Context: an optimization exercise on an open-source flow, tuned for small area. The choices shown serve that exercise and are no tape-out recipe. In this exercise RTL edits were held to simulation tests only and were not proved equivalent to the original. The clock port is modelled as an ideal driver, which makes a skipped or thinned clock tree look cheaper than it is; a real chip needs a root buffer or a tree. Power is estimated from default activity; no workload was simulated.

== P ==
Design motor_driver_top, start of the top module:
module motor_driver_top(
        input [7:0] SW,
        input clk,
        input rst,
        input [15:0] adc_data,
        output [7:0] LED,
        output [3:0] AN,
        output [6:0] SEG,
        output [3:0] IN
    );
For scale: roughly 49 I/O pins, about 3200 um^2 of cells after synthesis.
Settings: LEC_CHECK=0, CAP_MARGIN=20, CORE_MARGIN=2, CORE_UTILIZATION=55, PLACE_DENSITY=0.8, SLEW_MARGIN=20; clock period 100.0 ns.
standard.sh (not shown) runs the stock make flow with config.mk's settings and CLKGATE_MAP_FILE= SYNTH_SCRIPT=/design/flow/synth_recipe.tcl, a recipe that flattens the netlist after the stock synthesis.
==> flow/flow/run.sh <==
#!/bin/bash
# ORFS layout of the standard synthesis, with these changes:
#  - after the standard synthesis, its combinational cells are mapped again
#    by ABC for area (remap.tcl, area.abc); the registers, their cells and
#    their names are the standard synthesis's, untouched;
#  - port buffers are sky130_fd_sc_hd__buf_1 instead of the default cell;
#  - the clock tree is a few large clock buffers, each driving a cluster of
#    registers (clkbuf.tcl), if the register clock pins' slew stays well
#    under the limit; otherwise ORFS's clock tree synthesis without dummy
#    loads.
# Each tool's output goes to its own log file in this folder.
set -euo pipefail
ARGS=("BUFFER_PORTS_ARGS=-buffer_cell sky130_fd_sc_hd__buf_1"
      "CTS_ARGS=-sink_clustering_enable -repair_clock_nets -dont_use_dummy_load")
bash standard.sh "${ARGS[@]}" synth > standard_synth.log 2>&1
R=$PWD/orfs/results/$FLOW_PLATFORM/motor_driver_top/base
PLAT=$FLOW_HOME/platforms/$FLOW_PLATFORM
cp $R/1_2_yosys.v standard_netlist.v
LIB=$PLAT/lib/sky130_fd_sc_hd__tt_025C_1v80.lib \
  IN_V=standard_netlist.v OUT_V=remapped_netlist.v ABC_SCRIPT=$PWD/flow/area.abc \
  yosys -c flow/remap.tcl > remap.log 2>&1
cp remapped_netlist.v $R/1_2_yosys.v
rm -f $R/1_synth.odb $R/1_synth.sdc
bash standard.sh "${ARGS[@]}" place > standard_place.log 2>&1
# clock buffers: the first configuration whose worst register clock-pin
# slew (placement parasitics) is at most 110 ps
done_cts=0
for cfg in "3 sky130_fd_sc_hd__clkbuf_8" "2 sky130_fd_sc_hd__clkbuf_16" "4 sky130_fd_sc_hd__clkbuf_8" "3 sky130_fd_sc_hd__clkbuf_16" "4 sky130_fd_sc_hd__clkbuf_16"; do
  set -- $cfg
  log=clkbuf_${1}.log
  PLAT=$PLAT IN_ODB=$R/3_place.odb IN_SDC=$R/3_place.sdc \
    OUT_ODB=$PWD/clkbuf_try.odb OUT_SDC=$PWD/clkbuf_try.sdc \
    CLKBUF_CELL=$2 CLKBUF_K=$1 CLKROOT_CELL=sky130_fd_sc_hd__clkbuf_4 \
    openroad -no_init -exit flow/clkbuf.tcl > $log 2>&1 || continue
  worst=$(sed -n '/CLOCK PIN SLEWS/,$p' $log | grep '/CLK ^' | awk '{print $3; print $5}' | cut -d: -f1 | sort -g | tail -1)
  echo "$cfg: worst clock pin slew $worst" >> clkbuf_choice.log
  if [[ -n "$worst" ]] && awk -v w="$worst" 'BEGIN { exit !(w <= 0.110) }'; then
    cp clkbuf_try.odb $R/4_1_cts.odb
    cp $R/4_1_cts.odb $R/4_cts.odb
    cp clkbuf_try.sdc $R/4_cts.sdc
    done_cts=1
    echo "chosen: $cfg" >> clkbuf_choice.log
    break
  fi
done
[[ $done_cts == 1 ]] || echo "chosen: ORFS clock tree synthesis" >> clkbuf_choice.log
bash standard.sh "${ARGS[@]}" finish > standard_finish.log 2>&1
Other scripts of this flow, unchanged in this note and not shown: flow/flow/area.abc, flow/flow/clkbuf.tcl, flow/flow/remap.tcl
Modified inputs, Q compared to P
# P
export LEC_CHECK = 0
export CAP_MARGIN = 20
export CORE_MARGIN = 2
export CORE_UTILIZATION = 55
export PLACE_DENSITY = 0.8
export SLEW_MARGIN = 20
create_clock -name core_clock -period 100.0 [get_ports {clk}]
# Q
export LEC_CHECK = 0
export CAP_MARGIN = 20
export CORE_MARGIN = 2
export CORE_UTILIZATION = 70
export SLEW_MARGIN = 20
create_clock -name core_clock -period 100.0 [get_ports {clk}]
--- a/flow/flow/run.sh
+++ b/flow/flow/run.sh
@@ -26,5 +26,5 @@
 # slew (placement parasitics) is at most 110 ps
 done_cts=0
-for cfg in "3 sky130_fd_sc_hd__clkbuf_8" "2 sky130_fd_sc_hd__clkbuf_16" "4 sky130_fd_sc_hd__clkbuf_8" "3 sky130_fd_sc_hd__clkbuf_16" "4 sky130_fd_sc_hd__clkbuf_16"; do
+for cfg in "4 sky130_fd_sc_hd__clkbuf_8" "3 sky130_fd_sc_hd__clkbuf_16" "4 sky130_fd_sc_hd__clkbuf_16"; do
   set -- $cfg
   log=clkbuf_${1}.log
==> comparison <==
- Status: routed wire length parity (P, Q)
- Q has setup slack below what P had.
- The post-synthesis cell area on P is in line with that on Q.
Relative to Q, the following input files were edited for R:
# Q
export LEC_CHECK = 0
export CAP_MARGIN = 20
export CORE_MARGIN = 2
export CORE_UTILIZATION = 70
export SLEW_MARGIN = 20
create_clock -name core_clock -period 100.0 [get_ports {clk}]
# R
export LEC_CHECK = 0
export CAP_MARGIN = 20
export CORE_MARGIN = 2
export CORE_UTILIZATION = 45
export PLACE_DENSITY = 0.9
export SLEW_MARGIN = 20
create_clock -name core_clock -period 100.0 [get_ports {clk}]
--- a/flow/flow/run.sh
+++ b/flow/flow/run.sh
@@ -26,5 +26,5 @@
 # slew (placement parasitics) is at most 110 ps
 done_cts=0
-for cfg in "4 sky130_fd_sc_hd__clkbuf_8" "3 sky130_fd_sc_hd__clkbuf_16" "4 sky130_fd_sc_hd__clkbuf_16"; do
+for cfg in "3 sky130_fd_sc_hd__clkbuf_8" "2 sky130_fd_sc_hd__clkbuf_16" "4 sky130_fd_sc_hd__clkbuf_8" "3 sky130_fd_sc_hd__clkbuf_16" "4 sky130_fd_sc_hd__clkbuf_16"; do
   set -- $cfg
   log=clkbuf_${1}.log
==> comparison <==
Worst setup slack after placement: R vs Q up 7.2 ps
Diff Q -> R | path depth of the worst reg2reg path | increase of 1
Between Q and R, the number of nets in the layout figures differ only marginally.
Summary of R over Q: worst hold slack saw an increase; sum of routed wire length over all layers now larger; via count closely matched the old numbers.
Delta (R minus Q): area growth from synthesis to layout moved up, share of the core filled with cells in the final layout now sits lower, die area shows an increase of 52%.
R has completed all stages; timing, DRC and antenna checks passed.
There was hardly any difference in first-pass GRT wire length between R and Q.
Compared with Q, R degrades worst clock skew on the final layout.
In every run of this note, the design's own scripts or RTL, not TritonCTS, make the clock network.

---

Setup of run 1:
Another version of the RTL of motor_driver_top (not shown whole).
Size in the first run: ~370 cells after synthesis, ~49 I/O pins.
==> flow/config.mk <==
export PLATFORM = sky130hd
export DESIGN_NAME = motor_driver_top
export DESIGN_NICKNAME = motor_driver_top
export VERILOG_FILES = /design/flow/design.v
export SDC_FILE = /design/flow/constraint.sdc
export NUM_CORES = 4
export LEC_CHECK = 0
export CAP_MARGIN = 20
export CORE_MARGIN = 2
export CORE_UTILIZATION = 55
export SLEW_MARGIN = 20
==> flow/constraint.sdc <==
create_clock -name core_clock -period 100.0 [get_ports {clk}]
set_input_delay 20.0000 -clock core_clock [delete_from_list [all_inputs] [get_ports {clk}]]
set_output_delay 20.0000 -clock core_clock [all_outputs]
set_load 0.01 [all_outputs]
==> flow/flow/run.sh <==
#!/bin/bash
# ORFS layout of the standard synthesis, with these changes:
#  - after the standard synthesis, its combinational cells are mapped again
#    by ABC for area (remap.tcl): a few ABC scripts (area_*.abc) are tried
#    and the smallest result is mapped again while that still helps; the
#    registers, their cells and their names are the standard synthesis's,
#    untouched;
#  - port buffers are sky130_fd_sc_hd__buf_1 instead of the default cell;
#  - the clock tree is a few large clock buffers, each driving a cluster of
#    registers (clkbuf.tcl), if the register clock pins' slew stays well
#    under the limit; otherwise ORFS's clock tree synthesis without dummy
#    loads.
# Each tool's output goes to its own log file in this folder.
set -euo pipefail
ARGS=("BUFFER_PORTS_ARGS=-buffer_cell sky130_fd_sc_hd__buf_1"
      "CTS_ARGS=-sink_clustering_enable -repair_clock_nets -dont_use_dummy_load")
bash standard.sh "${ARGS[@]}" synth > standard_synth.log 2>&1
R=$PWD/orfs/results/$FLOW_PLATFORM/motor_driver_top/base
PLAT=$FLOW_HOME/platforms/$FLOW_PLATFORM
cp $R/1_2_yosys.v standard_netlist.v
# Several ABC scripts (area_*.abc) map the netlist; the smallest result is
# mapped again the same way, for as long as that still makes it smaller.
cur=standard_netlist.v; cur_area=""
for round in 1 2 3 4 5 6 7 8; do
  best=""; best_area=""
  for abc in flow/area_*.abc; do
    name=r${round}_$(basename $abc .abc)
    LIB=$PLAT/lib/sky130_fd_sc_hd__tt_025C_1v80.lib \
      IN_V=$cur OUT_V=remapped_$name.v ABC_SCRIPT=$PWD/$abc STAT_OUT=remap_stat_$name.log \
      yosys -c flow/remap.tcl > remap_$name.log 2>&1 || continue
    area=$(grep 'Chip area' remap_stat_$name.log | awk '{print $NF}')
    echo "$name $area" >> remap_choice.log
    if [[ -n "$area" ]] && { [[ -z "$best_area" ]] || awk -v a="$area" -v b="$best_area" 'BEGIN { exit !(a < b) }'; }; then
      best=$name; best_area=$area
    fi
  done
  if [[ -n "$best_area" ]] && { [[ -z "$cur_area" ]] || awk -v a="$best_area" -v b="$cur_area" 'BEGIN { exit !(a < b) }'; }; then
    cur=remapped_$best.v; cur_area=$best_area
  else
    break
  fi
done
echo "chosen: $cur $cur_area" >> remap_choice.log
cp $cur remapped_netlist.v
cp remapped_netlist.v $R/1_2_yosys.v
rm -f $R/1_synth.odb $R/1_synth.sdc
bash standard.sh "${ARGS[@]}" place > standard_place.log 2>&1
# clock buffers: the first configuration whose worst register clock-pin
# slew (placement parasitics) is at most 110 ps
done_cts=0
for cfg in "3 sky130_fd_sc_hd__clkbuf_8" "2 sky130_fd_sc_hd__clkbuf_16" "4 sky130_fd_sc_hd__clkbuf_8" "3 sky130_fd_sc_hd__clkbuf_16" "4 sky130_fd_sc_hd__clkbuf_16"; do
  for slack in 1000 0; do
    set -- $cfg
    log=clkbuf_${1}_${2##*__}_$slack.log
    PLAT=$PLAT IN_ODB=$R/3_place.odb IN_SDC=$R/3_place.sdc \
      OUT_ODB=$PWD/clkbuf_try.odb OUT_SDC=$PWD/clkbuf_try.sdc \
      CLKBUF_CELL=$2 CLKBUF_K=$1 CLKROOT_CELL=sky130_fd_sc_hd__clkbuf_4 CLKBUF_SLACK=$slack \
      openroad -no_init -exit flow/clkbuf.tcl > $log 2>&1 || continue
    worst=$(sed -n '/CLOCK PIN SLEWS/,$p' $log | grep '/CLK ^' | awk '{print $3; print $5}' | cut -d: -f1 | sort -g | tail -1)
    echo "$cfg capacity slack $slack: worst clock pin slew $worst" >> clkbuf_choice.log
    if [[ -n "$worst" ]] && awk -v w="$worst" 'BEGIN { exit !(w <= 0.110) }'; then
      cp clkbuf_try.odb $R/4_1_cts.odb
      cp $R/4_1_cts.odb $R/4_cts.odb
      cp clkbuf_try.sdc $R/4_cts.sdc
      done_cts=1
      echo "chosen: $cfg capacity slack $slack" >> clkbuf_choice.log
      break 2
    fi
  done
done
[[ $done_cts == 1 ]] || echo "chosen: ORFS clock tree synthesis" >> clkbuf_choice.log
bash standard.sh "${ARGS[@]}" finish > standard_finish.log 2>&1
==> flow/flow/remap.tcl <==
# Map the combinational logic of a synthesized netlist again, for area.
# The flip-flop instances are kept as they are (same cells, same names).
# env: LIB IN_V OUT_V ABC_SCRIPT STAT_OUT
yosys read_liberty -ignore_miss_func $::env(LIB)
yosys read_verilog $::env(IN_V)
yosys hierarchy -top motor_driver_top
# registers stay cell instances; every other cell becomes plain logic
set seq {sky130_fd_sc_hd__df* sky130_fd_sc_hd__edf* sky130_fd_sc_hd__sdf* sky130_fd_sc_hd__sedf* sky130_fd_sc_hd__dl*}
yosys setattr -mod -set keep_hierarchy 1 {*}$seq
yosys flatten
yosys opt_clean -purge
# area.abc: ABC's default mapping followed by rounds of don't-care
# optimisation (mfs2) and area-recovering remapping
yosys abc -liberty $::env(LIB) -dont_use *lpflow* -dont_use *probe* -script $::env(ABC_SCRIPT)
yosys opt_clean -purge
yosys hilomap -singleton -hicell sky130_fd_sc_hd__conb_1 HI -locell sky130_fd_sc_hd__conb_1 LO
yosys insbuf -buf sky130_fd_sc_hd__buf_4 A X
yosys blackbox {*}$seq
yosys tee -o $::env(STAT_OUT) stat -liberty $::env(LIB)
yosys write_verilog -noattr -noexpr -nohex -nodec -selected $::env(OUT_V)
Other scripts of this flow, unchanged in this note and not shown: flow/flow/area_s17.abc, flow/flow/area_s19.abc, flow/flow/area_s25.abc, flow/flow/area_t2.abc, flow/flow/area_t4.abc, flow/flow/clkbuf.tcl
Modified inputs, run 2 compared to run 1
diff --git a/flow/flow/run.sh b/flow/flow/run.sh
--- a/flow/flow/run.sh
+++ b/flow/flow/run.sh
@@ -2,8 +2,7 @@
 # ORFS layout of the standard synthesis, with these changes:
 #  - after the standard synthesis, its combinational cells are mapped again
-#    by ABC for area (remap.tcl): a few ABC scripts (area_*.abc) are tried
-#    and the smallest result is mapped again while that still helps; the
-#    registers, their cells and their names are the standard synthesis's,
-#    untouched;
+#    by ABC for area (remap.tcl), with a few ABC scripts (area_*.abc) of
+#    which the smallest result is kept; the registers, their cells and
+#    their names are the standard synthesis's, untouched;
 #  - port buffers are sky130_fd_sc_hd__buf_1 instead of the default cell;
 #  - the clock tree is a few large clock buffers, each driving a cluster of
@@ -19,28 +18,19 @@
 PLAT=$FLOW_HOME/platforms/$FLOW_PLATFORM
 cp $R/1_2_yosys.v standard_netlist.v
-# Several ABC scripts (area_*.abc) map the netlist; the smallest result is
-# mapped again the same way, for as long as that still makes it smaller.
-cur=standard_netlist.v; cur_area=""
-for round in 1 2 3 4 5 6 7 8; do
-  best=""; best_area=""
-  for abc in flow/area_*.abc; do
-    name=r${round}_$(basename $abc .abc)
-    LIB=$PLAT/lib/sky130_fd_sc_hd__tt_025C_1v80.lib \
-      IN_V=$cur OUT_V=remapped_$name.v ABC_SCRIPT=$PWD/$abc STAT_OUT=remap_stat_$name.log \
-      yosys -c flow/remap.tcl > remap_$name.log 2>&1 || continue
-    area=$(grep 'Chip area' remap_stat_$name.log | awk '{print $NF}')
-    echo "$name $area" >> remap_choice.log
-    if [[ -n "$area" ]] && { [[ -z "$best_area" ]] || awk -v a="$area" -v b="$best_area" 'BEGIN { exit !(a < b) }'; }; then
-      best=$name; best_area=$area
-    fi
-  done
-  if [[ -n "$best_area" ]] && { [[ -z "$cur_area" ]] || awk -v a="$best_area" -v b="$cur_area" 'BEGIN { exit !(a < b) }'; }; then
-    cur=remapped_$best.v; cur_area=$best_area
-  else
-    break
+# several ABC scripts (area_*.abc); the smallest result is used
+best=""; best_area=""
+for abc in flow/area_*.abc; do
+  name=$(basename $abc .abc)
+  LIB=$PLAT/lib/sky130_fd_sc_hd__tt_025C_1v80.lib \
+    IN_V=standard_netlist.v OUT_V=remapped_$name.v ABC_SCRIPT=$PWD/$abc STAT_OUT=remap_stat_$name.log \
+    yosys -c flow/remap.tcl > remap_$name.log 2>&1 || continue
+  area=$(grep 'Chip area' remap_stat_$name.log | awk '{print $NF}')
+  echo "$name $area" >> remap_choice.log
+  if [[ -n "$area" ]] && { [[ -z "$best_area" ]] || awk -v a="$area" -v b="$best_area" 'BEGIN { exit !(a < b) }'; }; then
+    best=$name; best_area=$area
   fi
 done
-echo "chosen: $cur $cur_area" >> remap_choice.log
-cp $cur remapped_netlist.v
+echo "chosen: $best $best_area" >> remap_choice.log
+cp remapped_$best.v remapped_netlist.v
 cp remapped_netlist.v $R/1_2_yosys.v
 rm -f $R/1_synth.odb $R/1_synth.sdc
--- outcome ---
On final area, run 2 and run 1 are basically level.
Run 2 ends up with higher met1 track demand over resource in global routing than run 1 does.
More vias were needed by run 2 than by run 1.
[diff] static leakage, run 2 relative to run 1: regression
Run 2 ends up with a wire length of the first global-routing pass that is about 2.2% higher than in run 1.
In every run of this note, the design's own scripts or RTL, not TritonCTS, make the clock network.

==> static timing again, ports no longer ideal <==
Ports are ideal in the flow. The routed layouts listed here were re-timed in OpenROAD. Step 1 (the two cells are an assumption about what drives the block):
set clk [get_ports {clk}]
set_driving_cell -lib_cell sky130_fd_sc_hd__clkbuf_16 $clk
set_driving_cell -lib_cell sky130_fd_sc_hd__buf_2 [delete_from_list [all_inputs] $clk]
Step 2 also shifts input and output timing later by t, the mid clock arrival at the registers, as if the neighbouring blocks saw the same clock. a / b / c = ideal ports / drivers / drivers and shift; a / b = the first two.
run | t, ns | slack for setup (ns) | latest minus earliest clock arrival (ns) | pins driven straight from the clock port
P | 0.214 | 59.545 / 59.524 / 59.524 | 0.023 / 0.022 | 3
Q | 0.210 | 59.530 / 59.507 / 59.507 | 0.015 / 0.015 | 3
R | 0.218 | 59.530 / 59.505 / 59.505 | 0.019 / 0.019 | 3
run 1 | 0.217 | 59.510 / 59.488 / 59.488 | 0.029 / 0.030 | 4
run 2 | 0.224 | 59.531 / 59.505 / 59.505 | 0.010 / 0.010 | 3
After both steps setup and hold are still met in every run listed. For run 2, which loses most, drivers alone change the setup slack by -0.026 ns; drivers and shift together by -0.026 ns.
